Background: an optimization exercise with open tools, aiming at small area, a short achievable clock period and few clock cycles. Do not read the settings as production practice. Where RTL was checked, it was by simulation tests only, not by an equivalence proof against the original.

the reference run:
==> flow/design.v (excerpt) <==
module sha256_v2(
    input wire i_clk,
    input wire i_rst,
    input wire i_write,
    input wire [7:0] i_N,
    input wire [8:0] i_bit_miss,
    input wire i_read,
    input wire [31:0] i_data,
    output reg [31:0] o_data,
    output reg o_done
);
Size in the first run: ~6,400 cells after synthesis, ~1,200 flip-flops, ~86 I/O pins, ~62,000 sq um of cells after synthesis.
Settings: LEC_CHECK=0, ABC_AREA=1, CAP_MARGIN=20, CORE_MARGIN=2, CORE_UTILIZATION=60, CTS_CLUSTER_DIAMETER=100, CTS_CLUSTER_SIZE=20, SLEW_MARGIN=20; clock period 20.0 ns.
standard.sh (not shown) runs the stock make flow with config.mk's settings and CLKGATE_MAP_FILE= SYNTH_SCRIPT=/design/flow/synth_recipe.tcl, a recipe that flattens the netlist after the stock synthesis.
==> flow/flow/run.sh <==
#!/bin/bash
# Layout flow: the standard synthesis, then the standard layout with
# the timing repair told to keep a setup margin, so that it closes the design
# at a shorter period than the 20 ns constraint, and with the ports buffered
# by plain buffers (which the repair may then resize); the flip-flops that
# drive output ports are placed next to the ports' buffers. Each step's full
# output goes to a log file of its own here. The repair after global routing
# keeps a larger margin, for what detailed routing adds.
set -euo pipefail
MARGIN=14.9
GRT_MARGIN=15.1
bash standard.sh synth > synth.log 2>&1
ARGS=("BUFFER_PORTS_ARGS=-buffer_cell sky130_fd_sc_hd__buf_2" "POST_GLOBAL_PLACE_TCL=$PWD/flow/place_io_flops.tcl" "CTS_ARGS=-sink_clustering_enable -repair_clock_nets -sink_clustering_size 20 -sink_clustering_max_diameter 100 -dont_use_dummy_load")
bash standard.sh SETUP_SLACK_MARGIN=$MARGIN "${ARGS[@]}" cts > layout.log 2>&1
bash standard.sh SETUP_SLACK_MARGIN=$GRT_MARGIN "${ARGS[@]}" finish > layout2.log 2>&1
==> flow/flow/place_io_flops.tcl <==
# After global placement: put each flip-flop that drives an output port's
# buffer next to that buffer, so the flop-to-port path has a short wire.
# Detailed placement legalizes the moved cells afterwards.
set block [ord::get_db_block]
set moved 0
foreach bterm [$block getBTerms] {
  if {[$bterm getIoType] ne "OUTPUT"} { continue }
  set net [$bterm getNet]
  if {$net eq "NULL"} { continue }
  set buf ""
  foreach it [$net getITerms] {
    if {[$it isOutputSignal]} { set buf [$it getInst] }
  }
  if {$buf eq ""} { continue }
  set ff ""
  foreach it [$buf getITerms] {
    if {![$it isInputSignal]} { continue }
    set n2 [$it getNet]
    if {$n2 eq "NULL"} { continue }
    foreach jt [$n2 getITerms] {
      if {[$jt isOutputSignal] && [[[$jt getInst] getMaster] isSequential]} { set ff [$jt getInst] }
    }
  }
  if {$ff eq ""} { continue }
  set loc [$buf getLocation]
  $ff setLocation [lindex $loc 0] [lindex $loc 1]
  incr moved
}
puts "place_io_flops: moved $moved flip-flops next to their output buffers"
The reference run: no failed stages, no open violations at the end
Edits applied to the flow inputs when going from the reference run to the trial run:
--- a/flow/design.v
+++ b/flow/design.v
@@ -128,34 +128,32 @@
 endmodule
 module sha256_padding_v2_top (
     input  wire [3:0]  i_k,
     input  wire        i_lo,         
     input  wire        i_first,      
     input  wire        i_last,       
     input  wire        i_padblk,     
+    input  wire [7:0]  i_N,
     input  wire [8:0]  i_bit_miss,
     input  wire [16:0] i_len,        
-    input  wire [7:0]  i_N_in,
-    input  wire [8:0]  i_bm_in,
     output wire [31:0] o_keep,
     output wire [31:0] o_set
 );
     wire [3:0] q  = i_bit_miss[8:5];
     wire [4:0] s  = i_bit_miss[4:0];
     wire [3:0] kb = ~q;                           
     wire act_p = i_lo & i_padblk;
     wire act_l = i_lo & i_last & ~i_padblk;
-    wire cut0  = (i_N_in == 8'd1) & (i_bm_in[8:5] == 4'd15);
+    wire cut0  = (i_N == 8'd1) & (q == 4'd15);    
     wire full = i_first ? ~cut0 : (~act_p & (~act_l | (i_k < kb)));
     wire bnd  = i_first ? cut0  : (act_l & (i_k == kb));
     wire p31  = ~i_first & ((act_l & (i_k == kb + 4'd1) & (q != 4'd0) & (s == 5'd0)) |
                             (act_p & (i_k == 4'd0) & (i_bit_miss == 9'd0)));
     wire lenw = ~i_first & (i_k == 4'd15) & (act_p | (act_l & (i_bit_miss > 9'd64)));
-    wire [4:0]  s_sel  = i_first ? i_bm_in[4:0] : s;
-    wire [31:0] mask_b = {32{1'b1}} << s_sel;
+    wire [31:0] mask_b = {32{1'b1}} << s;
     wire [31:0] pad_b  = (mask_b >> 1) & ~mask_b;    
     assign o_keep = {32{full}} | ({32{bnd}} & mask_b);
     assign o_set  = ({32{bnd}} & pad_b) | {p31, 31'd0} | ({32{lenw}} & {15'd0, i_len});
 endmodule
 module sha256_scheduler_v2 (
     input  wire [31:0] w0,
     input  wire [31:0] w1,
@@ -213,18 +211,17 @@
     wire [31:0] keep_nx, set_nx;
     sha256_padding_v2_top u_pad (
         .i_k(t_nx[3:0]),
         .i_lo(lo_nx),
         .i_first((t_nx == 7'd0) & (blk_nx == 8'd0) & ~padblk_nx),
         .i_last(last_nx),
         .i_padblk(padblk_nx),
-        .i_bit_miss(bm_r),
+        .i_N(i_N),
+        .i_bit_miss(i_bit_miss),
         .i_len({n_r, 9'd0} - {8'd0, bm_r}),
-        .i_N_in(i_N),
-        .i_bm_in(i_bit_miss),
         .o_keep(keep_nx),
         .o_set(set_nx)
     );
     always @(posedge i_clk or negedge i_rst) begin
         if (!i_rst) begin
             wr_r   <= 1'b0;
             t      <= 7'd0;
Findings:
Summary of the trial run over the reference run: number of clock buffers in the layout moved up, fraction of area in registers shows an increase of 0.36 points. The trial run vs. the reference run: compound-gate portion of the synthesized area held steady; DRC marker count from the first detailed-route iteration shrank by 816; via count of the first global-routing pass shrank by about 5.4%; post-CTS setup buffer count shrank by 1.
Testbench counts of the trial run, summed over its fixed seeds: cycles 12,948.
Only the layout flow was run in the reference run; the RTL was not checked for function there.

==> static timing again, ports no longer ideal <==
The flow's constraints put no driver on any port. The routed layouts listed below were extracted and timed again, unchanged, in two steps. Step 1 (the two cells are an assumption about what drives the block):
set clk [get_ports {i_clk}]
set_driving_cell -lib_cell sky130_fd_sc_hd__clkbuf_16 $clk
set_driving_cell -lib_cell sky130_fd_sc_hd__buf_2 [delete_from_list [all_inputs] $clk]
Step 2 times the ports against the registers' clock, not the clock port: input delays grow and output delays shrink by t, the midpoint of the rising clock arrivals with the driver on. a / b / c = ideal / step 1 / step 2; a / b = the first two.
run	t, ns	setup slack, ns	latest minus earliest clock arrival (ns)
the reference run	0.729	14.866 / 14.781 / 14.572	0.086 / 0.087
the trial run	0.732	14.867 / 14.785 / 14.488	0.078 / 0.078
After both steps every run listed still meets setup and hold. For the trial run, which loses most, drivers alone change the setup slack by -0.082 ns; drivers and shift together by -0.379 ns.
